Context: an optimization exercise on an open-source flow, tuned for small area. The choices shown serve that exercise and are no tape-out recipe. Where RTL was checked, it was by simulation tests only, not by an equivalence proof against the original. Only the layout flow was run in runs 3 to 5; the RTL was not checked for function there. Power figures rest on the tool's default switching activity, not on a simulated workload.

==> flow/design.v, too long to show whole: its modules and the start of the top module <==
// module mac_arith: 1617 lines
// module fa_cell: 4 lines
// module ha_cell: 4 lines
// module bwd_arith: 1589 lines
// module top_level: 425 lines
// module rs_cell: 9 lines
module top_level (
    clk, rst, seed,
    action, state, next_state, step_o, phase, episode_o, q_cur, q_next
);
  // ...
==> flow/run.sh <==
#!/bin/bash
# synth_recipe.tcl (not shown) runs the flow's synth.tcl, then flattens the netlist and writes it again
# the make line also repeats each setting of config.mk as NAME=value (left out here)
make -C /OpenROAD-flow-scripts/flow DESIGN_CONFIG=/design/flow/config.mk WORK_HOME=/design/flow/orfs CLKGATE_MAP_FILE= SYNTH_SCRIPT=/design/flow/synth_recipe.tcl finish
==> flow/config.mk <==
export PLATFORM = sky130hd
export DESIGN_NAME = top_level
export DESIGN_NICKNAME = top_level
export VERILOG_FILES = /design/flow/design.v
export SDC_FILE = /design/flow/constraint.sdc
export NUM_CORES = 8
export LEC_CHECK = 0
export CAP_MARGIN = 20
export CORE_MARGIN = 2
export CORE_UTILIZATION = 50
export CTS_BUF_LIST = sky130_fd_sc_hd__clkbuf_8
export CTS_CLUSTER_DIAMETER = 80
export CTS_CLUSTER_SIZE = 15
export PLACE_DENSITY = 0.6
export SLEW_MARGIN = 20
export SYNTH_HIERARCHICAL = 1
export SYNTH_MINIMUM_KEEP_SIZE = 0
==> flow/constraint.sdc <==
create_clock -name core_clock -period 20.0 [get_ports {clk}]
set_input_delay 4.0000 -clock core_clock [delete_from_list [all_inputs] [get_ports {clk}]]
set_output_delay 4.0000 -clock core_clock [all_outputs]
set_load 0.01 [all_outputs]
==> PnR_summary.wiki, run 1 <==
{| class="wikitable"
! Metric !! Value
|-
| P_sw || 0.00410 W
|-
| Status || complete, no violations
|-
| Power consumed by the clock network || 0.00140 W
|-
| Post-synthesis instance total || 9093
|-
| LEAKAGE || 31.2 nW
|-
| Hold Path End || w3r[176]$_DFF_P_
|-
| Maximum vdd ir drop || 0.000491 V
|-
| Capturing instance or port of the critical path || dl1[4]$_SDFFE_PP0P_
|-
| Power, Total || 0.00932 W
|-
| Capture point of the worst reg-to-reg path || dl1[4]$_SDFFE_PP0P_
|-
| Worst rel slew slack || 0.228
|-
| Filler cell count in the final layout || 15900
|-
| Seq group || 0.00261 W
|-
| Count of inserted antenna diode cells || 3
|-
| Worst slack, placed || 1.45 ns
|-
| Starting utilization of the core area || 0.502
|-
| Clock distribution area overhead in the final layout || 0.0192
|-
| Sinks on Clock Net || 1224
|-
| Final Skew || 0.0934 ns
|-
| CTS tree || built
|-
| Slack of the worst reg-to-reg path || 1.37 ns
|-
| Final-report hold violation count || 0
|-
| Detailed-route DRC error count || 0
|-
| Number of sequential cells || 1224
|-
| Commonest non-fill, non-tap cell in the layout || nand2_1
|-
| Count of standard-cell rows || 153
|-
| Total wirelength of the detailed-routed design || 252000 microns
|-
| Net count after synthesis || 10900
|-
| Post-CTS setup buffer count || 0
|-
| Syn-to-layout area delta || 6.22%
|-
| Commonest cells after routing, fill and taps aside || nand2_1 (2036), fa_1 (1349), dfxtp_1 (1215)
|-
| ANT nets after route || 0
|-
| Final worst path period share || 0.932
|-
| Clk_buf instances || 102
|-
| CP bufs+invs || 6
|}
==> run 2: changes to the inputs <==
==> flow/flow/run.sh (new file) <==
#!/bin/bash
set -euo pipefail
export BUFFER_PORTS_ARGS="-buffer_cell sky130_fd_sc_hd__buf_1"
export CTS_ARGS="-sink_clustering_enable -repair_clock_nets -dont_use_dummy_load -buf_list sky130_fd_sc_hd__clkbuf_8 -sink_clustering_size 15 -sink_clustering_max_diameter 80"
bash standard.sh > standard.log 2>&1
==> flow/standard.sh (new file) <==
#!/bin/bash
# synth_recipe.tcl (not shown) runs the flow's synth.tcl, then flattens the netlist and writes it again
# the make line also repeats each setting of config.mk as NAME=value (left out here)
make -C /OpenROAD-flow-scripts/flow DESIGN_CONFIG=/design/flow/config.mk WORK_HOME=/design/flow/orfs CLKGATE_MAP_FILE= SYNTH_SCRIPT=/design/flow/synth_recipe.tcl "${@:-finish}"
--- a/flow/config.mk
+++ b/flow/config.mk
@@ -6,5 +6,5 @@
 export NUM_CORES = 8
 export LEC_CHECK = 0
-export CAP_MARGIN = 20
+export CAP_MARGIN = 5
 export CORE_MARGIN = 2
 export CORE_UTILIZATION = 50
@@ -13,5 +13,5 @@
 export CTS_CLUSTER_SIZE = 15
 export PLACE_DENSITY = 0.6
-export SLEW_MARGIN = 20
+export SLEW_MARGIN = 5
 export SYNTH_HIERARCHICAL = 1
 export SYNTH_MINIMUM_KEEP_SIZE = 0
removed: flow/run.sh
==> PnR_summary.wiki, run 2 <==
{| class="wikitable"
! Metric !! Value
|-
| Status || complete, no violations (unchanged)
|-
| Core region area || 0.174 sq mm (unchanged)
|-
| Syn-to-layout area delta || 4.47% (was 6.22%)
|-
| Wire length of the first global-routing pass || 394000 microns (was 397000 microns)
|-
| Cell Area, Synth || 0.0872 sq mm (unchanged)
|-
| Pin count of the biggest net entering global routing || 217 (was 146)
|-
| Peak Freq || 54.2 MHz (was 53.7 MHz)
|-
| Hold_buf cts || 0 (unchanged)
|-
| Detailed-route DRC error count || 0 (unchanged)
|-
| Unrepaired setup endpoints after global routing || false (unchanged)
|-
| Length in cells of the worst reg-to-reg path || 66 (was 67)
|-
| Dominant combinational cell family by area after synthesis || adder cells (unchanged)
|-
| Cell family with the largest share of critical-path delay || compound AO/OA/AOI/OAI gates (unchanged)
|-
| Number of enable-type register cells in the synthesized netlist || 0 (unchanged)
|-
| Placed wire-length estimate || 182000 microns (was 184000 microns)
|-
| Class of the most critical setup path || flip-flop to flip-flop (unchanged)
|-
| Filler cell count in the final layout || 16000 (was 15900)
|-
| Timing startpoint of the critical path || st_old[0]$_SDFFE_PP1P_ (unchanged)
|-
| Multiplexer share of the synthesized area || 0.0187 (unchanged)
|-
| Fraction of layout cells with a size suffix above 1 || 0.0459 (was 0.0506)
|-
| Final period demand of the worst path || 18.46 ns (was 18.63 ns)
|-
| Number of antenna violations at the first check in global routing || 8 (was 4)
|-
| Max-slew violation count || 0 (unchanged)
|-
| DP Area || 0.0897 sq mm (was 0.0908 sq mm)
|-
| Number of buffers between clock root and the deepest sink || 3 (unchanged)
|-
| Capturing instance or port of the critical path || dl2[4]$_SDFFE_PP0P_ (was dl1[4]$_SDFFE_PP0P_)
|-
| Syn Area/Cell || 9.59 sq um (unchanged)
|-
| Detailed Route Iter0 Violations || 5001 (was 4845)
|-
| Post-synthesis share of cell area spent on full adders, half adders and majority gates || 0.369 (unchanged)
|-
| Starting utilization of the core area || 0.502 (unchanged)
|-
| Fraction of post-synthesis cell area in the top cell type by area || 0.310 (unchanged)
|-
| Cell seen most often among critical-path stages || ha_1
|-
| Top Registers || w2r: 495 flops, w3r: 220 flops (unchanged)
|-
| Worst-Skew Late Latency || 0.94 ns (was 0.92 ns)
|-
| Share of synthesized area occupied by flip-flops and latches || 0.281 (unchanged)
|-
| Commonest non-fill, non-tap cell in the layout || nand2_1 (unchanged)
|-
| Number of placed I/O pins || 172 (unchanged)
|-
| Number of cells after detailed placement || 11200 (about the same)
|-
| Most common cell in the netlist || nand2_1 (unchanged)
|-
| Most used standard cells in the synthesized netlist || nand2_1 (2036), fa_1 (1349), dfxtp_1 (1224) (unchanged)
|-
| Count of maximum capacitance violations || 0 (unchanged)
|-
| Sinks on Clock Net || 1224 (unchanged)
|-
| Total global routing track utilization || 0.284 (was 0.287)
|-
| Final setup TNS || 0 ns (unchanged)
|-
| Number of global-route vias before repair || 66200 (was 66400)
|-
| Fraction of synthesis flops using an asynchronous set or reset pin || 0 (unchanged)
|-
| Top cells by area, synth || fa_1 (31%), dfxtp_1 (28%), nand2_1 (8.8%) (unchanged)
|-
| Total wirelength of the detailed-routed design || 250000 microns (was 252000 microns)
|-
| Total stage count of the critical path || 66 (was 67)
|-
| Worst rel slew slack || 0.109 (was 0.228)
|-
| Buffer cell driving the clock tree root || clkbuf_8 (unchanged)
|-
| Data required time at the worst endpoint || 20.63 ns (was 20.77 ns)
|-
| Maximum vdd ir drop || 0.000419 V (was 0.000491 V)
|-
| Total clock buffers created by CTS || 101 (was 100)
|-
| LEAKAGE || 30.6 nW (was 31.2 nW)
|-
| Net count after synthesis || 10900 (unchanged)
|-
| Post-cts sizing count || 0 (unchanged)
|-
| Final worst path period share || 0.923 (was 0.932)
|-
| ANT nets after route || 0 (unchanged)
|-
| Power density normalized to cell area || 101 mW/mm^2 (about the same)
|-
| Final Skew || 0.158 ns (was 0.0934 ns)
|-
| Endpoint kind of the worst setup timing path || flip-flop (unchanged)
|-
| Master of the slowest instance on the critical path || a2111oi_0 (was a2111oi_1)
|-
| Placer's final routability congestion estimate || 0.934 (was 0.937)
|-
| Worst-Margin Slew || 1.34 ns (was 1.15 ns)
|-
| Capture point of the worst reg-to-reg path || dl2[4]$_SDFFE_PP0P_ (was dl1[4]$_SDFFE_PP0P_)
|-
| Die boundary width || 422 microns (unchanged)
|-
| Synth Register Bits || 1224 (unchanged)
|-
| Height of the die || 422 microns (unchanged)
|-
| WL per Instance || 22.1 microns (was 22.2 microns)
|-
| Critical path peak fanout || 17 (unchanged)
|-
| Clock edge transition at the registers on the reported setup and hold paths || 0.09 ns (was 0.12 ns)
|-
| CP bufs+invs || 4 (was 6)
|-
| Max reg flops || 495 (unchanged)
|-
| Post-CTS setup buffer count || 0 (unchanged)
|-
| Data arrival, critical path || 19.09 ns (was 19.40 ns)
|-
| Number of buffers inserted by port buffering || 171 (unchanged)
|-
| Commonest cells after routing, fill and taps aside || nand2_1 (2036), fa_1 (1349), dfxtp_1 (1222) (was nand2_1 (2036), fa_1 (1349), dfxtp_1 (1215))
|-
| Number of standard cells in the final layout excluding fillers || 11300 (was 11400)
|-
| Slack of the worst reg-to-reg path || 1.54 ns (was 1.37 ns)
|-
| Worst r2r src || st_old[0]$_SDFFE_PP1P_ (unchanged)
|-
| Post-detailed-route via-to-cell ratio || 5.58 (about the same)
|-
| Register bank with the most flops || w2r (unchanged)
|-
| Die Outline Area || 0.178 sq mm (unchanged)
|-
| Global route total overflow || 0 (unchanged)
|-
| Cell area after layout || 0.0911 sq mm (was 0.0927 sq mm)
|-
| Share of the synthesized netlist area taken by xor and xnor gates || 0.0168 (unchanged)
|-
| Synth cell types || 116 (unchanged)
|-
| H-tree levels || 3 (unchanged)
|-
| Post-synthesis instance total || 9093 (unchanged)
|-
| Hold/Removal Path Class || flip-flop to flip-flop (unchanged)
|-
| Simple-gate area share of the yosys netlist || 0.180 (unchanged)
|-
| Post-synthesis compound-gate area fraction || 0.0815 (unchanged)
|-
| CTS tree || built (unchanged)
|-
| Post-synth top area cell || fa_1 (unchanged)
|-
| CP Launch Type || flip-flop (unchanged)
|-
| Count of standard-cell rows || 153 (unchanged)
|-
| Maximum cell stage delay along the critical path || 1.03 ns (was 0.88 ns)
|-
| Final-report hold violation count || 0 (unchanged)
|-
| Final-stage net count || 10800 (about the same)
|-
| Number of iterations in the first detailed-routing pass || 8 (was 7)
|-
| Count of endpoints failing setup in the final report || 0 (unchanged)
|-
| Post-synth top flop || dfxtp_1 (unchanged)
|-
| Total number of vias || 63200 (was 63300)
|-
| YS warnings || 7 (unchanged)
|}
[run 2: cell types whose count changed in the layout (fill, tap and decap cells not counted), moves of 3 or more]
cell | before | now
dfxtp_2 | 9 | 2
inv_6 | 6 | 0
clkdlybuf4s50_1 | 170 | 0
clkinv_16 | 3 | 0
buf_4 | 165 | 162
clkinv_2 | 3 | 0
dfxtp_1 | 1215 | 1222
buf_1 | 0 | 170
clkinv_4 | 6 | 0
[run 2: metal layers]
layer / GRT usage / part of all wire / vias to the layer above
li1: - / - / 28500
met1: 0.398 / 0.44 / 32200
met2: 0.459 / 0.47 / 2162
met3: 0.0443 / 0.064 / 367
met4: 0.0802 / 0.029 / 2
met5: 0 / 0.000048 / -
[run 2: worst min-delay path by stage]
stage,to,depth (start not counted),start,slack [ns]
after detailed placement,w2r[111]$_DFF_P_,1,w2r[122]$_DFF_P_,0.35
after floorplan,acr[0]$_DFF_P_,1,acr[11]$_DFF_P_,0.35
after global placement,apr[14]$_DFF_P_,1,apr[25]$_DFF_P_,0.35
final,w2r[338]$_DFF_P_,1,w2r[349]$_DFF_P_,0.27
after global routing,w2r[129]$_DFF_P_,1,w2r[140]$_DFF_P_,0.28
after CTS,w2r[123]$_DFF_P_,1,w2r[134]$_DFF_P_,0.27
[run 2: modules after synthesis, one instance, submodules excluded, a selection]
module     cells inside  times used
top_level          4435           1
bwd_arith          1411           1
fa_cell               1        1326
ha_cell               1          17
mac_arith          1200           1
[run 2: cell type report]
| class | count | area, sq um | share of cell area |
|---|---|---|---|
| Clock buffer | 101 | 1390 | 0.0153 |
| Timing Repair Buffer | 334 | 1880 | 0.0207 |
| Inverter | 589 | 2220 | 0.0243 |
| Antenna cell | 4 | 10.0 | 0.000110 |
| Sequential cell | 1224 | 24500 | 0.269 |
| Tap cell | 2325 | 2910 | 0.0319 |
| Multi-Input combinational cell | 6749 | 58200 | 0.639 |
[run 2: kinds of logic (layout without fill, tap and decap cells)]
kind of cell             after synthesis  in the layout
flip-flops                          1224           1224
buffers and inverters               1120           1024
AO/OA/AOI/OAI                       1087           1087
other                                  0              4
AND/OR/NAND/NOR                     3581           3581
adder cells (fa/ha/maj)             1763           1763
XOR/XNOR                             160            160
multiplexers                         158            158
[run 2: where the power goes]
group / switching [W] / internal (W) / total (W)
Sequential: 0.0000827 / 0.00253 / 0.00262
Combinational: 0.00312 / 0.00218 / 0.00530
Clock: 0.000813 / 0.000449 / 0.00126
[run 2: per-stage QoR]
stage	worst slack, ns	hold slack [ns]	power, W	util
finish	1.54	0.274	0.00917	0.525
global route	0.0959	0.281	0.0101	0.525
CTS	1.53	0.269	0.00921	0.525
detailed placement	1.68	0.355	0.00792	0.517
global placement	1.81	0.353	0.00787	0.517
floorplan	4.12	0.352	0.00666	-
==> module top_level, before the edit <==
module top_level (
    clk, rst, seed,
    action, state, next_state, step_o, phase, episode_o, q_cur, q_next
);
    input clk, rst;
    input [11:0] seed;
    output [1:0] action;
    output [3:0] state;
    output [3:0] next_state;
    output [3:0] step_o;
    output [3:0] phase;
    output [11:0] episode_o;
    output [63:0] q_cur;
    output [63:0] q_next;
    integer r, p, i;
    function [15:0] w2init;           
        input integer row, col;
        begin
            case (row)
            0: case (col)
                0: w2init = 16'b0000000110101011;
                1: w2init = 16'b0000001000100111;
                2: w2init = 16'b0000000010001111;
                3: w2init = 16'b0000000000101000;
                default: w2init = 16'b0000001010111111;
               endcase
            1: w2init = 16'b0000000101001101;
            2: w2init = 16'b0000000100101010;
            3: w2init = 16'b0000000110001001;
            4: w2init = 16'b0000000100000110;
            5: w2init = 16'b0000000100100100;
            6: w2init = 16'b0000000110000011;
            7: w2init = 16'b0000000110101000;
            default: w2init = 16'b0000000100010010;
            endcase
        end
    endfunction
    function [15:0] w3init;           
        input integer out, col;
        begin
            case (out*5+col)
            0:  w3init = 16'b0000000111001010;
            1:  w3init = 16'b0000001110100010;
            2:  w3init = 16'b0000000100101100;
            3:  w3init = 16'b0000000100100110;
            4:  w3init = 16'b0000000010000101;
            5:  w3init = 16'b0000000000010100;
            6:  w3init = 16'b0000001010110111;
            7:  w3init = 16'b0000000011011101;
            8:  w3init = 16'b0000000100100110;
            9:  w3init = 16'b0000000010110101;
            10: w3init = 16'b0000000000010110;
            11: w3init = 16'b0000001110000100;
            12: w3init = 16'b0000000101100100;
            13: w3init = 16'b0000000001011010;
            14: w3init = 16'b0000000100110110;
            15: w3init = 16'b0000000010100011;
            16: w3init = 16'b0000000001011001;
            17: w3init = 16'b0000000001010111;
            18: w3init = 16'b0000000101010101;
            default: w3init = 16'b0000000100101011;
            endcase
        end
    endfunction
    function [4:0] w3lo;
        input integer out;
        input [2:0] col;
        reg [15:0] t;
        begin
            t = w3init(out, col);
            w3lo = t[4:0];
        end
    endfunction
    function [4:0] w2lof;
        input [3:0] row;
        input [2:0] col;
        reg [15:0] t;
        begin
            t = w2init(row, col);
            w2lof = t[4:0];
        end
    endfunction
    function [11:0] actf;
        input [15:0] z;
        reg neg, satp, satn, segb, segc, lz, cin;
        reg [11:0] sh, k;
        begin
            neg = z[15];
            satp = ~neg & (z > 16'd5120);
            satn = neg & (z < 16'hEC00);                        
            segc = neg ? ((z > 16'hEC00) & (z < 16'hF680))      
                       : ((z > 16'd2432) & (z < 16'd5120));
            segb = neg ? ((z > 16'hF680) & (z < 16'hFC00))      
                       : ((z > 16'd1024) & (z < 16'd2432));
            sh = segc ? {{4{z[15]}}, z[12:5]} : (segb ? {{2{z[15]}}, z[12:3]} : z[13:2]);
            k = segc ? (neg ? 12'd160 : 12'd864) : (segb ? (neg ? 12'd384 : 12'd640) : 12'd512);
            lz = segc ? (z[4:0] == 5'd0) : (segb ? (z[2:0] == 3'd0) : (z[1:0] == 2'd0));
            cin = neg & ~lz;
            actf = satp ? 12'd1024 : (satn ? 12'd0 : k + sh + {11'd0, cin});
        end
    endfunction
    function [3:0] gmove;
        input [1:0] ci, cj, a;
        input [3:0] stp;
        reg [1:0] im, jm, in_, jn;
        begin
            im = (a == 2'd1) ? (ci - 2'd1) : ((a == 2'd3) ? (ci + 2'd1) : ci);
            jm = (a == 2'd2) ? (cj - 2'd1) : ((a == 2'd0) ? (cj + 2'd1) : cj);
            in_ = (im == 2'd0) ? ci : im;
            jn = (jm == 2'd0) ? cj : jm;
            gmove = (stp == 4'd15) ? 4'b0101 : {in_, jn};
        end
    endfunction
    function [3:0] ij2st;
        input [3:0] ij;
        begin
            ij2st = ((ij[3:2] - 4'd1) * 4'd3) + ij[1:0];
        end
    endfunction
    function [11:0] lfsr_sh;
        input [11:0] x;
        begin
            lfsr_sh = {x[10:0], x[10] ^ x[7]};
        end
    endfunction
    reg [3:0] ctrl, step;
    reg [11:0] ep;
    wire [3:0] st1;
    always @(posedge clk) begin
        if (rst) begin
            ctrl <= 4'd0;
            step <= 4'd0;
            ep <= 12'd0;
        end else begin
            ctrl <= ctrl + 4'd1;
            if (ctrl == 4'd9) begin
                ctrl <= 4'd1;
                step <= step + 4'd1;
                if ((step == 4'd15) || (st1 == 4'd9)) begin
                    step <= 4'd1;
                    ep <= ep + 12'd1;
                end
            end
        end
    end
    reg [11:0] lf;
    always @(posedge clk) begin
        if (rst) lf <= seed;
        else lf <= lfsr_sh(lf);
    end
    reg [11:0] qc0, qc1, qc2, qc3, qn0, qn1, qn2, qn3;
    wire signed [11:0] sc0 = qc0, sc1 = qc1, sc2 = qc2, sc3 = qc3;
    wire ge01 = (sc0 >= sc1), ge23 = (sc2 >= sc3);
    wire signed [11:0] cm1 = ge01 ? sc0 : sc1;
    wire signed [11:0] cm2 = ge23 ? sc2 : sc3;
    wire gew = (cm1 >= cm2);
    wire signed [11:0] qt = gew ? cm1 : cm2;
    wire [1:0] qact = gew ? {1'b0, ~ge01} : {1'b1, ~ge23};
    wire [1:0] act = (ep < lf) ? qact : lf[1:0];
    reg [1:0] gi, gj;
    wire [3:0] ijn = gmove(gi, gj, act, step);
    assign st1 = ij2st(ijn);
    wire [3:0] st = ij2st({gi, gj});
    always @(posedge clk) begin
        if (rst) begin
            gi <= 2'd1;
            gj <= 2'd1;
        end else if (ctrl == 4'd1) begin
            gi <= ijn[3:2];
            gj <= ijn[1:0];
        end
    end
    reg [11:0] pq0, pq1;
    wire [11:0] aA, aB;
    wire signed [11:0] sn0 = pq0, sn1 = pq1, sn2 = aA, sn3 = aB;
    wire signed [11:0] nm1 = (sn0 > sn1) ? sn0 : sn1;
    wire signed [11:0] nm2 = (sn2 > sn3) ? sn2 : sn3;
    wire signed [11:0] qmx = (nm1 > nm2) ? nm1 : nm2;
    reg signed [4:0] dl0, dl1, dl2, dl3;
    wire [11:0] lf7 = lfsr_sh(lfsr_sh(lf));
    wire [1:0] act7 = (ep < lf7) ? qact : lf7[1:0];
    wire [3:0] st1_7 = ij2st(gmove(gi, gj, act7, step));
    wire rneg = (st1_7 == 4'd5) || (st1_7 == 4'd7) || (st1_7 == 4'd8);
    wire rpos = (st1_7 == 4'd9);
    wire pen = (st1_7 == st) || (step == 4'd15);
    wire signed [4:0] r5 = rpos ? (pen ? 5'sd5 : 5'sd10) : ((rneg ^ pen) ? -5'sd5 : ((rneg & pen) ? -5'sd10 : 5'sd0));
    wire signed [12:0] tdx = (qmx >>> 1) + (qmx >>> 2) + (qmx >>> 3) - qt;
    wire signed [4:0] tdd = {{2{tdx[12]}}, tdx[12:10]} + r5;
    always @(posedge clk) begin
        if (rst) begin
            dl0 <= 5'sd0; dl1 <= 5'sd0; dl2 <= 5'sd0; dl3 <= 5'sd0;
        end else if ((ctrl == 4'd5) && (step != 4'd0)) begin
            case (act7)
                2'd0: dl0 <= tdd;
                2'd1: dl1 <= tdd;
                2'd2: dl2 <= tdd;
                default: dl3 <= tdd;
            endcase
        end
    end
    wire [11:0] lf9 = lfsr_sh(lfsr_sh(lfsr_sh(lf)));
    wire [11:0] lf1 = lfsr_sh(lf9);
    wire [1:0] act9 = (ep < lf9) ? qact : lf9[1:0];
    wire wrap9 = (step == 4'd15) || (ij2st(gmove(gi, gj, act9, step)) == 4'd9);
    wire [11:0] ep1 = wrap9 ? ep + 12'd1 : ep;
    wire [3:0] step1 = wrap9 ? 4'd1 : step + 4'd1;
    wire [1:0] act1 = (ep1 < lf1) ? qact : lf1[1:0];
    wire [3:0] stnew = ij2st(gmove(gi, gj, act1, step1));
    reg [3:0] st_old, st_new;
    always @(posedge clk) begin
        if (rst) begin
            st_old <= 4'd1;
            st_new <= 4'd1;
        end else if (ctrl == 4'd6) begin
            st_old <= st;
            st_new <= stnew;
        end
    end
    reg run;
    always @(posedge clk) begin
        if (rst) run <= 1'b0;
        else if (ctrl == 4'd6) run <= 1'b1;
    end
    wire s1 = (ctrl == 4'd6) || (ctrl == 4'd7) || (ctrl == 4'd8) || (ctrl == 4'd9) || (ctrl == 4'd1);
    wire s2 = run && ((ctrl == 4'd7) || (ctrl == 4'd8) || (ctrl == 4'd9) || (ctrl == 4'd1) || (ctrl == 4'd2));
    wire s3 = run && ((ctrl == 4'd8) || (ctrl == 4'd9) || (ctrl == 4'd1) || (ctrl == 4'd2) || (ctrl == 4'd3));
    reg [2:0] ph;
    always @(posedge clk) begin
        if (rst) ph <= 3'd0;
        else ph <= (ph == 3'd4) ? 3'd0 : ph + 3'd1;
    end
    function [2:0] colat;
        input [2:0] phase_, pos;
        reg [3:0] s;
        begin
            s = phase_ + pos;
            colat = (s >= 4'd5) ? s - 4'd5 : s;
        end
    endfunction
    wire [2:0] col0 = colat(ph, 3'd0);    
    wire [2:0] col4 = colat(ph, 3'd4);    
    wire [2:0] col3 = colat(ph, 3'd3);    
    reg [9*55-1:0] w2r;         
    reg [54:0] b2r;             
    reg [4*55-1:0] w3r;         
    reg [54:0] apr;             
    reg [54:0] acr;             
    localparam [4:0] POL_A = 5'b00101;    
    localparam [4:0] POL_B = 5'b01010;    
    localparam [4:0] POL_C = 5'b10101;    
    wire [10:0] acr0 = ~acr[10:0];        
    reg [10:0] b3h0, b3h1, b3h2, b3h3;
    wire [10:0] w3h0 = ~w3r[0*55 +: 11];      
    wire [10:0] w3h1 = ~w3r[1*55 +: 11];
    wire [10:0] w3h2 = ~w3r[2*55 +: 11];
    wire [10:0] w3h3 = ~w3r[3*55 +: 11];
    wire signed [15:0] w3s0 = {w3h0, w3lo(0, col0)};
    wire signed [15:0] w3s1 = {w3h1, w3lo(1, col0)};
    wire signed [15:0] w3s2 = {w3h2, w3lo(2, col0)};
    wire signed [15:0] w3s3 = {w3h3, w3lo(3, col0)};
    wire [10:0] aprev = apr[10:0];
    wire [7:0] delta2;
    wire [10:0] w3nn0, w3nn1, w3nn2, w3nn3;    
    bwd_arith u_bwd (
        .w3s0(w3s0), .w3s1(w3s1), .w3s2(w3s2), .w3s3(w3s3),
        .dl0(dl0), .dl1(dl1), .dl2(dl2), .dl3(dl3),
        .aprev(aprev), .delta2(delta2),
        .w3h0(w3h0), .w3h1(w3h1), .w3h2(w3h2), .w3h3(w3h3),
        .w3nn0(w3nn0), .w3nn1(w3nn1), .w3nn2(w3nn2), .w3nn3(w3nn3)
    );
    reg [7:0] d2r;              
    always @(posedge clk) d2r <= delta2;
    wire [3:0] orow = st_old - 4'd1;
    wire [3:0] nrow = st_new - 4'd1;
    reg [10:0] w2o, w2nr;
    always @* begin
        w2o = 11'd0;
        w2nr = 11'd0;
        for (r = 0; r < 9; r = r + 1) begin
            w2o = w2o | ({11{orow == r}} & w2r[r*55+44 +: 11]);
            w2nr = w2nr | ({11{nrow == r}} & w2r[r*55+44 +: 11]);
        end
    end
    wire [10:0] w2u = w2o + {{3{d2r[7]}}, d2r};
    wire [10:0] w2n = (st_new == st_old) ? w2u : w2nr;
    wire [10:0] b2n = b2r[54:44] - {10'd0, d2r[7]};
    wire [4:0] w2lo = w2lof(nrow, col4);
    wire [15:0] z2 = {w2n, w2lo} + {b2n, 5'b11111};
    wire [10:0] anext = aA[10:0];
    wire signed [15:0] w3t0 = {w3r[0*55+33 +: 11], w3lo(0, col3)};
    wire signed [15:0] w3t1 = {w3r[1*55+33 +: 11], w3lo(1, col3)};
    wire signed [15:0] w3t2 = {w3r[2*55+33 +: 11], w3lo(2, col3)};
    wire signed [15:0] w3t3 = {w3r[3*55+33 +: 11], w3lo(3, col3)};
    reg [25:0] acc0, acc1, acc2, acc3;
    wire clr = (ctrl == 4'd8);
    wire [25:0] macc0, macc1, macc2, macc3;
    mac_arith u_mac (
        .acc0(acc0), .acc1(acc1), .acc2(acc2), .acc3(acc3), .clr(clr),
        .b3h0(b3h0), .b3h1(b3h1), .b3h2(b3h2), .b3h3(b3h3),
        .w3t0(w3t0), .w3t1(w3t1), .w3t2(w3t2), .w3t3(w3t3), .acur3(acr[43:33] & {11{s3}}),
        .macc0(macc0), .macc1(macc1), .macc2(macc2), .macc3(macc3)
    );
    always @(posedge clk) begin
        if (rst) begin
            acc0 <= 26'd0; acc1 <= 26'd0; acc2 <= 26'd0; acc3 <= 26'd0;
        end else begin              
            acc0 <= macc0;
            acc1 <= macc1;
            acc2 <= macc2;
            acc3 <= macc3;
        end
    end
    wire rstn = ~rst;
    wire [10:0] w3nn [0:3];
    assign w3nn[0] = w3nn0;
    assign w3nn[1] = w3nn1;
    assign w3nn[2] = w3nn2;
    assign w3nn[3] = w3nn3;
    wire [9*55-1:0] w2d;
    wire [54:0] b2d, apd, acd;
    wire [4*55-1:0] w3d;
    genvar gr, gp, gb;
    generate
        for (gr = 0; gr < 9; gr = gr + 1) begin : g_w2
            for (gp = 0; gp < 5; gp = gp + 1) begin : g_p
                if (gp == 3) begin : g_wr
                    localparam [10:0] C = w2init(gr, gp) >> 5;
                    assign w2d[gr*55+33 +: 11] = (rst || (s2 && (orow == gr))) ? (rst ? C : w2u) : w2r[gr*55+44 +: 11];
                end else begin : g_sh
                    localparam [10:0] C = (w2init(gr, gp) >> 5) ^ {11{POL_A[gp]}};
                    for (gb = 0; gb < 11; gb = gb + 1) begin : g_b
                        rs_cell #(.V(C[gb])) u (.q(w2r[gr*55+((gp+1)%5)*11+gb]), .rst(rst), .rstn(rstn), .d(w2d[gr*55+gp*11+gb]));
                    end
                end
            end
        end
        for (gp = 0; gp < 5; gp = gp + 1) begin : g_b2
            if (gp == 3) begin : g_wr
                assign b2d[33 +: 11] = (rst || s2) ? (rst ? 11'h7FF : b2n) : b2r[44 +: 11];
            end else begin : g_sh
                for (gb = 0; gb < 11; gb = gb + 1) begin : g_b
                    rs_cell #(.V(~POL_A[gp])) u (.q(b2r[((gp+1)%5)*11+gb]), .rst(rst), .rstn(rstn), .d(b2d[gp*11+gb]));
                end
            end
        end
        for (gr = 0; gr < 4; gr = gr + 1) begin : g_w3
            for (gp = 0; gp < 5; gp = gp + 1) begin : g_p
                if (gp == 4) begin : g_wr
                    localparam [10:0] C = ~(w3init(gr, gp) >> 5);
                    assign w3d[gr*55+44 +: 11] = (rst || s1) ? (rst ? C : w3nn[gr]) : w3r[gr*55 +: 11];
                end else begin : g_sh
                    localparam [10:0] C = (w3init(gr, gp) >> 5) ^ {11{POL_C[gp]}};
                    for (gb = 0; gb < 11; gb = gb + 1) begin : g_b
                        rs_cell #(.V(C[gb])) u (.q(w3r[gr*55+(gp+1)*11+gb]), .rst(rst), .rstn(rstn), .d(w3d[gr*55+gp*11+gb]));
                    end
                end
            end
        end
        for (gp = 0; gp < 5; gp = gp + 1) begin : g_ap
            if (gp == 4) begin : g_wr
                assign apd[44 +: 11] = (rst || s1) ? (rst ? 11'd0 : acr0) : apr[0 +: 11];
            end else begin : g_sh
                for (gb = 0; gb < 11; gb = gb + 1) begin : g_b
                    rs_cell #(.V(POL_B[gp])) u (.q(apr[(gp+1)*11+gb]), .rst(rst), .rstn(rstn), .d(apd[gp*11+gb]));
                end
            end
        end
        for (gp = 0; gp < 5; gp = gp + 1) begin : g_ac
            if (gp == 3) begin : g_wr
                assign acd[33 +: 11] = (rst || s2) ? (rst ? 11'd512 : anext) : acr[44 +: 11];
            end else begin : g_sh
                localparam [10:0] C = 11'd512 ^ {11{POL_A[gp]}};
                for (gb = 0; gb < 11; gb = gb + 1) begin : g_b
                    rs_cell #(.V(C[gb])) u (.q(acr[((gp+1)%5)*11+gb]), .rst(rst), .rstn(rstn), .d(acd[gp*11+gb]));
                end
            end
        end
    endgenerate
    always @(posedge clk) begin
        w2r <= w2d;
        b2r <= b2d;
        w3r <= w3d;
        apr <= apd;
        acr <= acd;
    end
    wire qsel = (ctrl == 4'd5);
    wire [15:0] zA = qsel ? acc2[25:10] : acc0[25:10];
    wire [15:0] zB = qsel ? acc3[25:10] : acc1[25:10];
    assign aA = actf(s2 ? z2 : zA);
    assign aB = actf(zB);
    wire b3upd = (ctrl == 4'd6);
    always @(posedge clk) begin     
        pq0 <= aA;
        pq1 <= aB;
    end
    always @(posedge clk) begin
        if (rst) begin
            b3h0 <= 11'h7FF; b3h1 <= 11'h7FF; b3h2 <= 11'h7FF; b3h3 <= 11'h7FF;
            qn0 <= 12'd0; qn1 <= 12'd0; qn2 <= 12'd0; qn3 <= 12'd0;
            qc0 <= 12'd0; qc1 <= 12'd0; qc2 <= 12'd0; qc3 <= 12'd0;
        end else begin
            b3h0 <= b3h0 - {10'd0, dl0[4] & b3upd};
            b3h1 <= b3h1 - {10'd0, dl1[4] & b3upd};
            b3h2 <= b3h2 - {10'd0, dl2[4] & b3upd};
            b3h3 <= b3h3 - {10'd0, dl3[4] & b3upd};
            if (ctrl == 4'd5) begin
                qn0 <= pq0;
                qn1 <= pq1;
                qn2 <= aA;
                qn3 <= aB;
            end
            if ((ctrl == 4'd1) && (step != 4'd0)) begin
                qc0 <= qn0; qc1 <= qn1; qc2 <= qn2; qc3 <= qn3;
            end
        end
    end
    assign action = act;
    assign state = st;
    assign next_state = st1;
    assign step_o = step;
    assign phase = ctrl;
    assign episode_o = ep;
    assign q_cur = {{4{qc3[11]}}, qc3, {4{qc2[11]}}, qc2, {4{qc1[11]}}, qc1, {4{qc0[11]}}, qc0};
    assign q_next = {{4{qn3[11]}}, qn3, {4{qn2[11]}}, qn2, {4{qn1[11]}}, qn1, {4{qn0[11]}}, qn0};
endmodule
==> run 3: changes to the inputs <==
--- a/flow/design.v
+++ b/flow/design.v
@@ -3364,11 +3364,6 @@
     end
     reg [11:0] qc0, qc1, qc2, qc3, qn0, qn1, qn2, qn3;
-    wire signed [11:0] sc0 = qc0, sc1 = qc1, sc2 = qc2, sc3 = qc3;
-    wire ge01 = (sc0 >= sc1), ge23 = (sc2 >= sc3);
-    wire signed [11:0] cm1 = ge01 ? sc0 : sc1;
-    wire signed [11:0] cm2 = ge23 ? sc2 : sc3;
-    wire gew = (cm1 >= cm2);
-    wire signed [11:0] qt = gew ? cm1 : cm2;
-    wire [1:0] qact = gew ? {1'b0, ~ge01} : {1'b1, ~ge23};
+    reg signed [11:0] mxr, qt;
+    reg [1:0] ixr, qact;
     wire [1:0] act = (ep < lf) ? qact : lf[1:0];
     reg [1:0] gi, gj;
@@ -3388,7 +3383,10 @@
     wire [11:0] aA, aB;
     wire signed [11:0] sn0 = pq0, sn1 = pq1, sn2 = aA, sn3 = aB;
-    wire signed [11:0] nm1 = (sn0 > sn1) ? sn0 : sn1;
-    wire signed [11:0] nm2 = (sn2 > sn3) ? sn2 : sn3;
-    wire signed [11:0] qmx = (nm1 > nm2) ? nm1 : nm2;
+    wire nge01 = (sn0 >= sn1), nge23 = (sn2 >= sn3);
+    wire signed [11:0] nm1 = nge01 ? sn0 : sn1;
+    wire signed [11:0] nm2 = nge23 ? sn2 : sn3;
+    wire ngew = (nm1 >= nm2);
+    wire signed [11:0] qmx = ngew ? nm1 : nm2;
+    wire [1:0] qmi = ngew ? {1'b0, ~nge01} : {1'b1, ~nge23};
     reg signed [4:0] dl0, dl1, dl2, dl3;
     wire [11:0] lf7 = lfsr_sh(lfsr_sh(lf));
@@ -3613,4 +3611,5 @@
             qn0 <= 12'd0; qn1 <= 12'd0; qn2 <= 12'd0; qn3 <= 12'd0;
             qc0 <= 12'd0; qc1 <= 12'd0; qc2 <= 12'd0; qc3 <= 12'd0;
+            mxr <= 12'sd0; ixr <= 2'd0; qt <= 12'sd0; qact <= 2'd0;
         end else begin
             b3h0 <= b3h0 - {10'd0, dl0[4] & b3upd};
@@ -3623,7 +3622,11 @@
                 qn2 <= aA;
                 qn3 <= aB;
+                mxr <= qmx;
+                ixr <= qmi;
             end
             if ((ctrl == 4'd1) && (step != 4'd0)) begin
                 qc0 <= qn0; qc1 <= qn1; qc2 <= qn2; qc3 <= qn3;
+                qt <= mxr;
+                qact <= ixr;
             end
         end
==> PnR_summary.wiki, run 3 <==
{| class="wikitable"
! Metric !! Value
|-
| Clock network fraction of total power || 0.141 (was 0.138)
|-
| Buffer cell driving the clock tree root || clkbuf_8 (unchanged)
|-
| Worst-Skew Late Latency || 0.89 ns (was 0.94 ns)
|-
| Count of standard-cell rows || 153 (unchanged)
|-
| Placer's final routability congestion estimate || 0.925 (was 0.934)
|-
| Max-slew violation count || 0 (unchanged)
|-
| Pin count of the biggest net entering global routing || 163 (was 217)
|-
| Data required time at the worst endpoint || 20.68 ns (was 20.63 ns)
|-
| Top cells by area, synth || fa_1 (31%), dfxtp_1 (29%), nand2_1 (8.8%) (was fa_1 (31%), dfxtp_1 (28%), nand2_1 (8.8%))
|-
| Internal portion of total power || 0.00507 W (was 0.00516 W)
|-
| Commonest cells after routing, fill and taps aside || nand2_1 (2032), fa_1 (1349), dfxtp_1 (1245) (was nand2_1 (2036), fa_1 (1349), dfxtp_1 (1222))
|-
| Starting utilization of the core area || 0.502 (about the same)
|-
| Number of iterations in the first detailed-routing pass || 7 (was 8)
|-
| Most used standard cells in the synthesized netlist || nand2_1 (2033), fa_1 (1349), dfxtp_1 (1252) (was nand2_1 (2036), fa_1 (1349), dfxtp_1 (1224))
|-
| Synth Register Bits || 1252 (was 1224)
|-
| Number of placed I/O pins || 172 (unchanged)
|-
| Most common cell in the netlist || nand2_1 (unchanged)
|-
| Power density normalized to cell area || 98.9 mW/mm^2 (was 101 mW/mm^2)
|-
| Final Skew || 0.122 ns (was 0.158 ns)
|-
| WL per Instance || 21.6 microns (was 22.1 microns)
|-
| Post-detailed-route via-to-cell ratio || 5.55 (was 5.58)
|-
| Cell seen most often among critical-path stages || a21o_1 (was ha_1)
|-
| Master of the slowest instance on the critical path || or4b_2 (was a2111oi_0)
|-
| Height of the die || 421 microns (was 422 microns)
|-
| Detailed Route Iter0 Violations || 4476 (was 5001)
|-
| Share of synthesized area occupied by flip-flops and latches || 0.288 (was 0.281)
|-
| Net count after synthesis || 10800 (was 10900)
|-
| ANT nets after route || 0 (unchanged)
|-
| CTS tree || built (unchanged)
|-
| Number of global-route vias before repair || 65400 (was 66200)
|-
| Fraction of layout cells with a size suffix above 1 || 0.0499 (was 0.0459)
|-
| CP Launch Type || flip-flop (unchanged)
|-
| Class of the most critical setup path || flip-flop to flip-flop (unchanged)
|-
| Worst hold path stage count || 1 (unchanged)
|-
| Number of enable-type register cells in the synthesized netlist || 0 (unchanged)
|-
| Final worst path period share || 0.923 (about the same)
|-
| Count of endpoints failing setup in the final report || 0 (unchanged)
|-
| Die boundary width || 421 microns (was 422 microns)
|-
| Fraction of synthesis flops using an asynchronous set or reset pin || 0 (unchanged)
|-
| Synth cell types || 124 (was 116)
|-
| Hold/Removal Path Class || flip-flop to flip-flop (unchanged)
|-
| Fraction of post-synthesis cell area in the top cell type by area || 0.310 (about the same)
|-
| Post-synthesis instance total || 9019 (was 9093)
|-
| Total wirelength of the detailed-routed design || 243000 microns (was 250000 microns)
|-
| Post-synth top flop || dfxtp_1 (unchanged)
|-
| Gate power share || 0.563 (was 0.577)
|-
| Register bank with the most flops || w2r (unchanged)
|-
| Global route total overflow || 0 (unchanged)
|-
| Worst slack, placed || 0.806 ns (was 1.68 ns)
|-
| Post-layout worst setup margin || 1.53 ns (was 1.54 ns)
|-
| Number of buffers inserted by port buffering || 171 (unchanged)
|-
| Post-layout utilization of the core || 0.525 (about the same)
|-
| Total clock buffers created by CTS || 104 (was 101)
|-
| Syn Area/Cell || 9.66 sq um (was 9.59 sq um)
|-
| Status || complete, no violations (unchanged)
|-
| Die Outline Area || 0.178 sq mm (about the same)
|-
| Final setup TNS || 0 ns (unchanged)
|-
| Max reg flops || 495 (unchanged)
|-
| Number of buffers between clock root and the deepest sink || 3 (unchanged)
|-
| DP Area || 0.0895 sq mm (was 0.0897 sq mm)
|-
| Commonest non-fill, non-tap cell in the layout || nand2_1 (unchanged)
|-
| Unrepaired setup endpoints after global routing || false (unchanged)
|-
| Peak Freq || 54.1 MHz (was 54.2 MHz)
|-
| Syn-to-layout area delta || 4.53% (was 4.47%)
|-
| Cell Area, Synth || 0.0871 sq mm (was 0.0872 sq mm)
|-
| Number of antenna violations at the first check in global routing || 5 (was 8)
|-
| Worst-Margin Slew || 1.32 ns (was 1.34 ns)
|-
| Final-stage net count || 10700 (was 10800)
|-
| Worst rel slew slack || 0.118 (was 0.109)
|-
| Final period demand of the worst path || 18.47 ns (was 18.46 ns)
|-
| Top Registers || w2r: 495 flops, w3r: 220 flops (unchanged)
|-
| Maximum cell stage delay along the critical path || 0.65 ns (was 1.03 ns)
|-
| Sequential power share || 0.296 (was 0.285)
|-
| Final-report hold violation count || 0 (unchanged)
|-
| P_sw || 0.00393 W (was 0.00402 W)
|-
| H-tree levels || 3 (unchanged)
|-
| LEAKAGE || 30.6 nW (about the same)
|-
| Sinks on Clock Net || 1252 (was 1224)
|-
| Post-synth top area cell || fa_1 (unchanged)
|-
| Count of maximum capacitance violations || 0 (unchanged)
|-
| Maximum vdd ir drop || 0.000351 V (was 0.000419 V)
|-
| YS warnings || 7 (unchanged)
|-
| Core region area || 0.173 sq mm (was 0.174 sq mm)
|-
| Total number of vias || 62500 (was 63200)
|-
| Placed wire-length estimate || 176000 microns (was 182000 microns)
|-
| Switching part of the total || 0.437 (was 0.438)
|-
| Wire length of the first global-routing pass || 386000 microns (was 394000 microns)
|-
| Length in cells of the worst reg-to-reg path || 85 (was 66)
|-
| Total global routing track utilization || 0.278 (was 0.284)
|-
| Data arrival, critical path || 19.14 ns (was 19.09 ns)
|-
| Clock edge transition at the registers on the reported setup and hold paths || 0.10 ns (was 0.09 ns)
|-
| Cell area after layout || 0.0911 sq mm (about the same)
|-
| Detailed-route DRC error count || 0 (unchanged)
|-
| Endpoint kind of the worst setup timing path || flip-flop (unchanged)
|-
| Critical path peak fanout || 14 (was 17)
|}
[run 3: kinds of logic (layout without fill, tap and decap cells)]
family	Yosys count	count (layout)	share of synthesized area
AO/OA/AOI/OAI	1039	1039	0.0785
XOR/XNOR	169	169	0.0182
adder cells (fa/ha/maj)	1727	1727	0.364
buffers and inverters	1090	992	0.0522
flip-flops	1252	1252	0.288
multiplexers	155	155	0.0186
other	0	4	0
AND/OR/NAND/NOR	3587	3587	0.180
[run 3: Yosys stat by module, one instance, submodules excluded, a selection]
| module | cells | copies in the design | area (sq um) |
|---|---|---|---|
| ha_cell | 1 | 17 | 12.5 |
| bwd_arith | 1411 | 1 | 7700 |
| fa_cell | 1 | 1326 | 20.0 |
| top_level | 4361 | 1 | 44300 |
| mac_arith | 1200 | 1 | 5730 |
[run 3: worst paths after layout]
check,to,slack (ns),startpoint
max reg2reg,dl1[4]$_SDFFE_PP0P_,1.53,st_old[3]$_SDFFE_PP0P_
min,w3r[93]$_DFF_P_,0.31,w3r[104]$_DFF_P_
min reg2reg,w3r[93]$_DFF_P_,0.31,w3r[104]$_DFF_P_
max,dl1[4]$_SDFFE_PP0P_,1.53,st_old[3]$_SDFFE_PP0P_
[run 3: metrics by stage]
step	instances	hold slack [ns]	total power, W
2_1_floorplan	9019	0.352	0.00648
3_3_place_gp	11100	0.352	0.00771
3_5_place_dp	11100	0.355	0.00772
4_1_cts	11200	0.301	0.00901
5_1_grt	11200	0.316	0.00988
6_report	11300	0.311	0.00900
[run 3: critical path: cells and delay by family (launching register included)]
| family | cells | cell delay, ns |
|---|---|---|
| compound gates | 44 | 8.13 |
| simple gates | 18 | 4.21 |
| fa+ha+maj | 10 | 2.46 |
| xor+xnor | 6 | 1.65 |
| buf+inv | 5 | 0.81 |
| flops | 1 | 0.52 |
| mux | 2 | 0.43 |
[run 3: final cells by class]
cell class | count | area (sq um)
inverter | 560 | 2110
tap | 2325 | 2910
multi-input combinational | 6677 | 57700
clock buffer | 104 | 1430
antenna | 4 | 10.0
timing repair buffer | 328 | 1840
sequential | 1252 | 25100
fill | 16000 | 82400
[run 3: per-layer routing]
metal,up-vias,share of wire,track usage
li1,28300,-,-
met1,31700,0.45,0.393
met2,2136,0.46,0.447
met3,396,0.059,0.0403
met4,2,0.027,0.0760
met5,-,0.000045,0
[run 3: repair_timing]
item                                    CTS  global route
hold endpoints to repair                  0             0
gates resized for setup                   0            13
setup buffers                             0             2
endpoints found under the setup margin    0             4
hold buffers                              0             0
[run 3: power by group through the flow]
| stage | Clock, W | Sequential [W] | Combinational (W) |
|---|---|---|---|
| floorplan | 0 | 0.00268 | 0.00380 |
| global route | 0.00140 | 0.00267 | 0.00580 |
| global placement | 0 | 0.00272 | 0.00498 |
| detailed placement | 0 | 0.00272 | 0.00500 |
| CTS | 0.00131 | 0.00266 | 0.00504 |
| finish | 0.00127 | 0.00266 | 0.00506 |
==> run 4: changes to the inputs <==
==> flow/flow/run.sh (replaced) <==
#!/bin/bash
set -euo pipefail
export BUFFER_PORTS_ARGS="-buffer_cell sky130_fd_sc_hd__buf_1"
export CTS_ARGS="-sink_clustering_enable -repair_clock_nets -dont_use_dummy_load -buf_list sky130_fd_sc_hd__clkbuf_8 -sink_clustering_size 20 -sink_clustering_max_diameter 60"
bash standard.sh > standard.log 2>&1
==> PnR_summary.wiki, run 4 <==
{| class="wikitable"
! Metric !! Value
|-
| Number of standard cells in the final layout excluding fillers || 11200 (was 11300)
|-
| Pin count of the biggest net entering global routing || 163 (unchanged)
|-
| Worst-Margin Slew || 1.26 ns (was 1.32 ns)
|-
| YS warnings || 7 (unchanged)
|-
| CP Launch Type || flip-flop (unchanged)
|-
| Most common cell in the netlist || nand2_1 (unchanged)
|-
| Hold Path End || w2r[306]$_DFF_P_ (was w3r[93]$_DFF_P_)
|-
| Die boundary width || 421 microns (unchanged)
|-
| Most used standard cells in the synthesized netlist || nand2_1 (2033), fa_1 (1349), dfxtp_1 (1252) (unchanged)
|-
| Class of the most critical setup path || flip-flop to flip-flop (unchanged)
|-
| Post-synth top flop || dfxtp_1 (unchanged)
|-
| H-tree levels || 3 (unchanged)
|-
| Worst rel slew slack || 0.154 (was 0.118)
|-
| Slack of the worst reg-to-reg path || 1.43 ns (was 1.53 ns)
|-
| Commonest non-fill, non-tap cell in the layout || nand2_1 (unchanged)
|-
| Max reg flops || 495 (unchanged)
|-
| Fraction of post-synthesis cell area in the top cell type by area || 0.310 (unchanged)
|-
| Number of cells after detailed placement || 11100 (unchanged)
|-
| Unrepaired setup endpoints after global routing || false (unchanged)
|-
| Net count after synthesis || 10800 (unchanged)
|-
| Final worst path period share || 0.929 (was 0.923)
|-
| Flip-flop and latch area || 0.0251 sq mm (unchanged)
|-
| Post-detailed-route via-to-cell ratio || 5.55 (about the same)
|-
| Number of global-route vias before repair || 65400 (about the same)
|-
| Number of enable-type register cells in the synthesized netlist || 0 (unchanged)
|-
| CTS tree || built (unchanged)
|-
| Count of standard-cell rows || 153 (unchanged)
|-
| Placer's final routability congestion estimate || 0.925 (unchanged)
|-
| ANT nets after route || 0 (unchanged)
|-
| Final setup TNS || 0 ns (unchanged)
|-
| Commonest cells after routing, fill and taps aside || nand2_1 (2032), fa_1 (1349), dfxtp_1 (1245) (unchanged)
|-
| Fraction of synthesis flops using an asynchronous set or reset pin || 0 (unchanged)
|-
| Filler cell count in the final layout || 16000 (about the same)
|-
| Post-synthesis instance total || 9019 (unchanged)
|-
| Height of the die || 421 microns (unchanged)
|-
| Worst-Skew Late Latency || 0.92 ns (was 0.89 ns)
|-
| Total global routing track utilization || 0.278 (about the same)
|-
| Post-synth top area cell || fa_1 (unchanged)
|-
| Detailed-route DRC error count || 0 (unchanged)
|-
| Status || complete, no violations (unchanged)
|-
| Top Registers || w2r: 495 flops, w3r: 220 flops (unchanged)
|-
| Number of antenna violations at the first check in global routing || 5 (unchanged)
|-
| Count of maximum capacitance violations || 0 (unchanged)
|-
| Count of endpoints failing setup in the final report || 0 (unchanged)
|-
| Maximum cell stage delay along the critical path || 0.71 ns (was 0.65 ns)
|-
| Number of buffers inserted by port buffering || 171 (unchanged)
|-
| Final-report hold violation count || 0 (unchanged)
|-
| Startpoint of the tightest hold check path || w2r[317]$_DFF_P_ (was w3r[104]$_DFF_P_)
|-
| Clock edge transition at the registers on the reported setup and hold paths || 0.11 ns (was 0.10 ns)
|-
| Critical path peak fanout || 12 (was 14)
|-
| Placed wire-length estimate || 176000 microns (unchanged)
|-
| Peak Freq || 53.8 MHz (was 54.1 MHz)
|-
| Data required time at the worst endpoint || 20.78 ns (was 20.68 ns)
|-
| Syn-to-layout area delta || 4.48% (was 4.53%)
|-
| Maximum vdd ir drop || 0.000339 V (was 0.000351 V)
|-
| Final Skew || 0.158 ns (was 0.122 ns)
|-
| Number of placed I/O pins || 172 (unchanged)
|-
| Number of iterations in the first detailed-routing pass || 8 (was 7)
|-
| Cell seen most often among critical-path stages || a21o_1 (unchanged)
|-
| Share of synthesized area occupied by flip-flops and latches || 0.288 (unchanged)
|-
| Number of buffers between clock root and the deepest sink || 3 (unchanged)
|-
| Buffer cell driving the clock tree root || clkbuf_8 (unchanged)
|-
| Global route total overflow || 0 (unchanged)
|-
| Total clock buffers created by CTS || 103 (was 104)
|-
| LEAKAGE || 30.6 nW (about the same)
|-
| Area taken by multi-input logic gates || 0.0577 sq mm (about the same)
|-
| Hold/Removal Path Class || flip-flop to flip-flop (unchanged)
|-
| Synth cell types || 124 (unchanged)
|-
| Final-stage net count || 10700 (about the same)
|-
| Final period demand of the worst path || 18.57 ns (was 18.47 ns)
|-
| Worst hold path stage count || 1 (unchanged)
|-
| Starting utilization of the core area || 0.502 (unchanged)
|-
| Detailed Route Iter0 Violations || 4553 (was 4476)
|-
| Cell Area, Synth || 0.0871 sq mm (unchanged)
|-
| Total wirelength of the detailed-routed design || 243000 microns (about the same)
|-
| Core region area || 0.173 sq mm (unchanged)
|-
| Data arrival, critical path || 19.35 ns (was 19.14 ns)
|-
| Worst r2r src || st_old[2]$_SDFFE_PP0P_ (was st_old[3]$_SDFFE_PP0P_)
|-
| Total number of vias || 62400 (was 62500)
|-
| Endpoint kind of the worst setup timing path || flip-flop (unchanged)
|-
| Length in cells of the worst reg-to-reg path || 74 (was 85)
|-
| WL per Instance || 21.6 microns (about the same)
|-
| Max-slew violation count || 0 (unchanged)
|-
| Die Outline Area || 0.178 sq mm (unchanged)
|-
| Master of the slowest instance on the critical path || xnor2_1 (was or4b_2)
|-
| Sinks on Clock Net || 1252 (unchanged)
|-
| Capture point of the worst reg-to-reg path || dl0[4]$_SDFFE_PP0P_ (was dl1[4]$_SDFFE_PP0P_)
|-
| Fraction of layout cells with a size suffix above 1 || 0.0492 (was 0.0499)
|-
| Top cells by area, synth || fa_1 (31%), dfxtp_1 (29%), nand2_1 (8.8%) (unchanged)
|-
| Syn Area/Cell || 9.66 sq um (unchanged)
|-
| Synth Register Bits || 1252 (unchanged)
|-
| Power density normalized to cell area || 98.7 mW/mm^2 (was 98.9 mW/mm^2)
|-
| Wire length of the first global-routing pass || 386000 microns (unchanged)
|-
| Register bank with the most flops || w2r (unchanged)
|}
==> run 4: routing by layer <==
layer,global-route usage,wire length (microns),vias up
met2,0.443,112000,2155
met3,0.0407,14800,392
met5,0,13,-
met4,0.0832,7270,2
met1,0.393,109000,31600
li1,-,-,28200
==> run 4: through the flow <==
step / power, W / hold WS (ns) / area, sq um / utilization / setup slack (ns)
final: 0.00898 / 0.278 / 91000 / 0.525 / 1.43
after global routing: 0.00986 / 0.264 / 91000 / 0.525 / 0.0493
after floorplan: 0.00648 / 0.352 / 87100 / - / 3.06
after CTS: 0.00901 / 0.274 / 91000 / 0.524 / 0.801
after detailed placement: 0.00772 / 0.355 / 89500 / 0.516 / 0.806
after global placement: 0.00771 / 0.352 / 89500 / 0.516 / 0.974
==> run 4: worst max-delay path by stage <==
stage | start | to | slack [ns] | cells past startpoint
floorplan | st_old[3]$_SDFFE_PP0P_ | dl0[4]$_SDFFE_PP0P_ | 3.06 | 86
global placement | st_old[0]$_SDFFE_PP1P_ | dl0[4]$_SDFFE_PP0P_ | 0.97 | 84
detailed placement | st_old[0]$_SDFFE_PP1P_ | dl0[4]$_SDFFE_PP0P_ | 0.81 | 84
CTS | st_old[0]$_SDFFE_PP1P_ | dl0[4]$_SDFFE_PP0P_ | 0.80 | 84
global route | st_old[2]$_SDFFE_PP0P_ | dl1[4]$_SDFFE_PP0P_ | 0.05 | 79
finish | st_old[2]$_SDFFE_PP0P_ | dl0[4]$_SDFFE_PP0P_ | 1.43 | 74
==> run 4: power by group <==
| part | internal, W | total [W] | leakage (nW) | switching, W |
|---|---|---|---|---|
| clock | 0.000456 | 0.00126 | 0.741 | 0.000805 |
| combinational | 0.00201 | 0.00505 | 19.7 | 0.00304 |
| sequential | 0.00259 | 0.00267 | 10.2 | 0.0000757 |
| total | 0.00506 | 0.00898 | 30.6 | 0.00392 |
==> run 4: cells by family (layout without fill, tap and decap cells) <==
family	Yosys count	in the layout	share of synthesized area
mux	155	155	0.0186
xor+xnor	169	169	0.0182
simple gates	3587	3587	0.180
fa+ha+maj	1727	1727	0.364
other cells	0	3	0
buf+inv	1090	991	0.0522
flops	1252	1252	0.288
compound gates	1039	1039	0.0785
==> run 4: area by class of cell <==
class	instances	share of cell area
repair buffers	328	0.0202
diodes	3	0.0000825
multi-input cells	6677	0.633
well taps	2325	0.0320
inverters	560	0.0232
clock buffers	103	0.0156
flip-flops and latches	1252	0.275
==> run 4: modules after synthesis (local to each module, per instance), a selection <==
module	cells inside	flops+latches	area, sq um
bwd_arith	1411	0	7700
ha_cell	1	0	12.5
fa_cell	1	0	20.0
top_level	4361	1252	44300
mac_arith	1200	0	5730
==> run 4: critical path, delay by kind of cell, from the launching register on <==
kind	cells	cell delay, ns
and+or+nand+nor	16	4.03
buffers and inverters	2	0.15
adders and majority gates	10	3.49
muxes	2	0.64
xor gates and xnor gates	4	1.59
AOI/OAI and AO/OA	40	7.98
DFF	1	0.59
==> run 4: timing repair <==
item,CTS,global route
hold buffers,0,0
endpoints found under the setup margin,0,4
setup buffers,0,2
gates resized for setup,0,8
==> run 5: changes to the inputs <==
==> flow/flow/run.sh (replaced) <==
#!/bin/bash
set -euo pipefail
export BUFFER_PORTS_ARGS="-buffer_cell sky130_fd_sc_hd__buf_1"
export CTS_ARGS="-sink_clustering_enable -repair_clock_nets -dont_use_dummy_load -buf_list sky130_fd_sc_hd__clkbuf_16 -sink_clustering_size 30 -sink_clustering_max_diameter 80"
bash standard.sh > standard.log 2>&1
==> PnR_summary.wiki, run 5 <==
{| class="wikitable"
! Metric !! Value
|-
| Peak Freq || 53.7 MHz (was 53.8 MHz)
|-
| Peak-usage layer in the global routing report || met2 (unchanged)
|-
| Core region area || 0.173 sq mm (unchanged)
|-
| Cell Area, Synth || 0.0871 sq mm (unchanged)
|-
| Detailed-route DRC error count || 0 (unchanged)
|-
| Pin count of the biggest net entering global routing || 163 (unchanged)
|-
| Endpoint kind of the worst setup timing path || flip-flop (unchanged)
|-
| Number of antenna violations at the first check in global routing || 3 (was 5)
|-
| Buffer cell driving the clock tree root || clkbuf_16 (was clkbuf_8)
|-
| Top cells by area, synth || fa_1 (31%), dfxtp_1 (29%), nand2_1 (8.8%) (unchanged)
|-
| Cell seen most often among critical-path stages || a21o_1 (unchanged)
|-
| Capturing instance or port of the critical path || dl0[4]$_SDFFE_PP0P_ (unchanged)
|-
| Total clock buffers created by CTS || 76 (was 103)
|-
| Met1 Resource Use GR || 0.393 (about the same)
|-
| Syn Area/Cell || 9.66 sq um (unchanged)
|-
| Post-synth top area cell || fa_1 (unchanged)
|-
| Commonest cells after routing, fill and taps aside || nand2_1 (2032), fa_1 (1349), dfxtp_1 (1245) (unchanged)
|-
| Final Skew || 0.0958 ns (was 0.158 ns)
|-
| Hold/Removal Path Class || flip-flop to flip-flop (unchanged)
|-
| Worst-Skew Late Latency || 0.73 ns (was 0.92 ns)
|-
| Critical path peak fanout || 12 (unchanged)
|-
| Capture point of the worst reg-to-reg path || dl0[4]$_SDFFE_PP0P_ (unchanged)
|-
| Filler cell count in the final layout || 15900 (was 16000)
|-
| Starting utilization of the core area || 0.502 (unchanged)
|-
| Synth cell types || 124 (unchanged)
|-
| Total number of vias || 62500 (was 62400)
|-
| Count of maximum capacitance violations || 0 (unchanged)
|-
| Net count after synthesis || 10800 (unchanged)
|-
| Number of iterations in the first detailed-routing pass || 9 (was 8)
|-
| Worst rel slew slack || 0.169 (was 0.154)
|-
| Placed wire-length estimate || 176000 microns (unchanged)
|-
| Total wirelength of the detailed-routed design || 243000 microns (about the same)
|-
| Register bank with the most flops || w2r (unchanged)
|-
| Fraction of post-synthesis cell area in the top cell type by area || 0.310 (unchanged)
|-
| Count of inserted antenna diode cells || 0 (was 3)
|-
| LEAKAGE || 30.8 nW (was 30.6 nW)
|-
| Final-report hold violation count || 0 (unchanged)
|-
| DP Area || 0.0895 sq mm (unchanged)
|-
| CTS tree || built (unchanged)
|-
| Final period demand of the worst path || 18.61 ns (was 18.57 ns)
|-
| Unrepaired setup endpoints after global routing || false (unchanged)
|-
| Length in cells of the worst reg-to-reg path || 74 (unchanged)
|-
| Number of global-route vias before repair || 65300 (was 65400)
|-
| Power density normalized to cell area || 101 mW/mm^2 (was 98.7 mW/mm^2)
|-
| Final worst path period share || 0.931 (was 0.929)
|-
| Worst-Margin Slew || 1.24 ns (was 1.26 ns)
|-
| Global route total overflow || 0 (unchanged)
|-
| Die boundary width || 421 microns (unchanged)
|-
| Maximum vdd ir drop || 0.000343 V (was 0.000339 V)
|-
| Max-slew violation count || 0 (unchanged)
|-
| Post-synth top flop || dfxtp_1 (unchanged)
|-
| Share of synthesized area occupied by flip-flops and latches || 0.288 (unchanged)
|-
| Detailed Route Iter0 Violations || 4719 (was 4553)
|-
| Global routing met3 resource utilization || 0.0387 (was 0.0407)
|-
| Final-stage net count || 10600 (was 10700)
|-
| Master of the slowest instance on the critical path || xnor2_1 (unchanged)
|-
| Post-synthesis instance total || 9019 (unchanged)
|-
| Status || complete, no violations (unchanged)
|-
| Most used standard cells in the synthesized netlist || nand2_1 (2033), fa_1 (1349), dfxtp_1 (1252) (unchanged)
|-
| Data arrival, critical path || 19.18 ns (was 19.35 ns)
|-
| Height of the die || 421 microns (unchanged)
|-
| Synth Register Bits || 1252 (unchanged)
|-
| Top Registers || w2r: 495 flops, w3r: 220 flops (unchanged)
|-
| CP Launch Type || flip-flop (unchanged)
|-
| Class of the most critical setup path || flip-flop to flip-flop (unchanged)
|-
| Timing startpoint of the critical path || st_old[2]$_SDFFE_PP0P_ (unchanged)
|-
| Commonest non-fill, non-tap cell in the layout || nand2_1 (unchanged)
|-
| Number of buffers between clock root and the deepest sink || 3 (unchanged)
|-
| Maximum cell stage delay along the critical path || 0.72 ns (was 0.71 ns)
|-
| Number of enable-type register cells in the synthesized netlist || 0 (unchanged)
|-
| H-tree levels || 3 (unchanged)
|-
| Wire length of the first global-routing pass || 386000 microns (about the same)
|-
| Clock edge transition at the registers on the reported setup and hold paths || 0.11 ns (about the same)
|-
| YS warnings || 7 (unchanged)
|-
| Number of buffers inserted by port buffering || 171 (unchanged)
|-
| WL per Instance || 21.7 microns (was 21.6 microns)
|-
| Data required time at the worst endpoint || 20.57 ns (was 20.78 ns)
|-
| Total global routing track utilization || 0.278 (about the same)
|-
| Die Outline Area || 0.178 sq mm (unchanged)
|-
| Most common cell in the netlist || nand2_1 (unchanged)
|-
| Slack of the worst reg-to-reg path || 1.39 ns (was 1.43 ns)
|-
| Max reg flops || 495 (unchanged)
|-
| ANT nets after route || 0 (unchanged)
|-
| Worst r2r src || st_old[2]$_SDFFE_PP0P_ (unchanged)
|-
| GR met2 Demand/Resource || 0.445 (was 0.443)
|-
| Placer's final routability congestion estimate || 0.925 (unchanged)
|-
| Count of endpoints failing setup in the final report || 0 (unchanged)
|-
| Fraction of synthesis flops using an asynchronous set or reset pin || 0 (unchanged)
|-
| Post-detailed-route via-to-cell ratio || 5.57 (was 5.55)
|-
| Syn-to-layout area delta || 5.03% (was 4.48%)
|-
| Area taken by multi-input logic gates || 0.0577 sq mm (unchanged)
|-
| Number of placed I/O pins || 172 (unchanged)
|-
| Fraction of layout cells with a size suffix above 1 || 0.0463 (was 0.0492)
|-
| Sinks on Clock Net || 1252 (unchanged)
|-
| Final setup TNS || 0 ns (unchanged)
|-
| Post-layout utilization of the core || 0.527 (was 0.525)
|-
| Count of standard-cell rows || 153 (unchanged)
|-
| Flip-flop and latch area || 0.0251 sq mm (unchanged)
|-
| Cell area after layout || 0.0915 sq mm (was 0.0910 sq mm)
|}
## run 5: cell count changes in the layout (fill, tap and decap cells not counted), sizes merged
cell / change
clkbuf: -27
diode: -3
## run 5: routing by layer
metal,part of all wire,vias to the layer above
met4,0.028,0
met2,0.46,2138
met1,0.45,31700
met5,0,-
li1,-,28200
met3,0.061,355
## run 5: critical path, delay by kind of cell, from the launching register on
kind | cells | cell delay [ns]
compound gates | 40 | 7.95
xor+xnor | 4 | 1.59
fa+ha+maj | 10 | 3.50
buf+inv | 2 | 0.15
flops | 1 | 0.58
mux | 2 | 0.66
simple gates | 16 | 4.02
## run 5: worst min-delay path by stage
| stage | slack [ns] | cells past startpoint | end | start |
|---|---|---|---|---|
| floorplan | 0.35 | 1 | acr[0]$_DFF_P_ | acr[11]$_DFF_P_ |
| global placement | 0.35 | 1 | w2r[32]$_DFF_P_ | w2r[43]$_DFF_P_ |
| detailed placement | 0.35 | 1 | apr[38]$_DFF_P_ | apr[49]$_DFF_P_ |
| CTS | 0.29 | 1 | b2r[1]$_DFF_P_ | b2r[12]$_DFF_P_ |
| global route | 0.31 | 1 | b2r[1]$_DFF_P_ | b2r[12]$_DFF_P_ |
| finish | 0.29 | 1 | b2r[1]$_DFF_P_ | b2r[12]$_DFF_P_ |
## run 5: area by class of cell
type / count / area share
clock buffers: 76 / 0.0208
inverters: 560 / 0.0231
multi-input cells: 6677 / 0.630
flip-flops and latches: 1252 / 0.274
well taps: 2325 / 0.0318
repair buffers: 328 / 0.0201
## run 5: logic make-up (layout without fill, tap and decap cells)
group / count (synthesis) / count (layout) / synth area share
simple gates: 3587 / 3587 / 0.180
mux: 155 / 155 / 0.0186
xor+xnor: 169 / 169 / 0.0182
fa+ha+maj: 1727 / 1727 / 0.364
buf+inv: 1090 / 964 / 0.0522
compound gates: 1039 / 1039 / 0.0785
flops: 1252 / 1252 / 0.288
## run 5: modules after synthesis (local to each module, per instance), a selection
| module | times used | area [sq um] |
|---|---|---|
| ha_cell | 17 | 12.5 |
| bwd_arith | 1 | 7700 |
| fa_cell | 1326 | 20.0 |
| mac_arith | 1 | 5730 |
| top_level | 1 | 44300 |
## run 5: power by group
group / switching, W / internal, W
sequential: 0.0000754 / 0.00259
combinational: 0.00304 / 0.00201
clock: 0.000821 / 0.000675
## run 5: metrics by stage
stage | cells | total power [W] | setup WS [ns] | hold slack [ns]
2_1_floorplan | 9019 | 0.00648 | 3.06 | 0.352
3_3_place_gp | 11100 | 0.00771 | 0.974 | 0.352
3_5_place_dp | 11100 | 0.00772 | 0.806 | 0.355
4_1_cts | 11200 | 0.00924 | 0.764 | 0.292
5_1_grt | 11200 | 0.0101 | 0.0207 | 0.308
6_report | 11200 | 0.00922 | 1.39 | 0.285
## run 5: repair_timing
item,4_1_cts,5_1_grt
gates resized for setup,0,8
endpoints found under the setup margin,0,4
hold endpoints to repair,0,0
hold buffers,0,0
buffers inserted,0,2

## separate check: timing with driven ports
Ports are ideal in the flow. The routed layouts listed here were re-timed in OpenROAD.
Step 1 (the two cells are an assumption about what drives the block):
set clk [get_ports {clk}]
set_driving_cell -lib_cell sky130_fd_sc_hd__clkbuf_16 $clk
set_driving_cell -lib_cell sky130_fd_sc_hd__buf_2 [delete_from_list [all_inputs] $clk]
Step 2 times the ports against the registers' clock, not the clock port: input delays grow and output delays shrink by t, the midpoint of the rising clock arrivals with the driver on.
Three values: ideal ports, drivers, drivers and shift; two values: the first two.
run | t (ns) | slack for setup (ns) | clock arrival spread, ns | worst register clock-pin slew, ns | cell pins on the clock port's net
run 1 | 0.952 | 1.370 / 1.370 / 1.370 | 0.094 / 0.094 | 0.12 / 0.12 | 1
run 2 | 0.927 | 1.540 / 1.540 / 1.540 | 0.175 / 0.175 | 0.11 / 0.11 | 1
run 3 | 0.909 | 1.532 / 1.532 / 1.532 | 0.130 / 0.130 | 0.10 / 0.10 | 1
run 4 | 0.915 | 1.429 / 1.429 / 1.429 | 0.158 / 0.158 | 0.12 / 0.12 | 1
run 5 | 0.774 | 1.387 / 1.387 / 1.387 | 0.114 / 0.114 | 0.12 / 0.12 | 1
After both steps setup and hold are still met in every run listed.
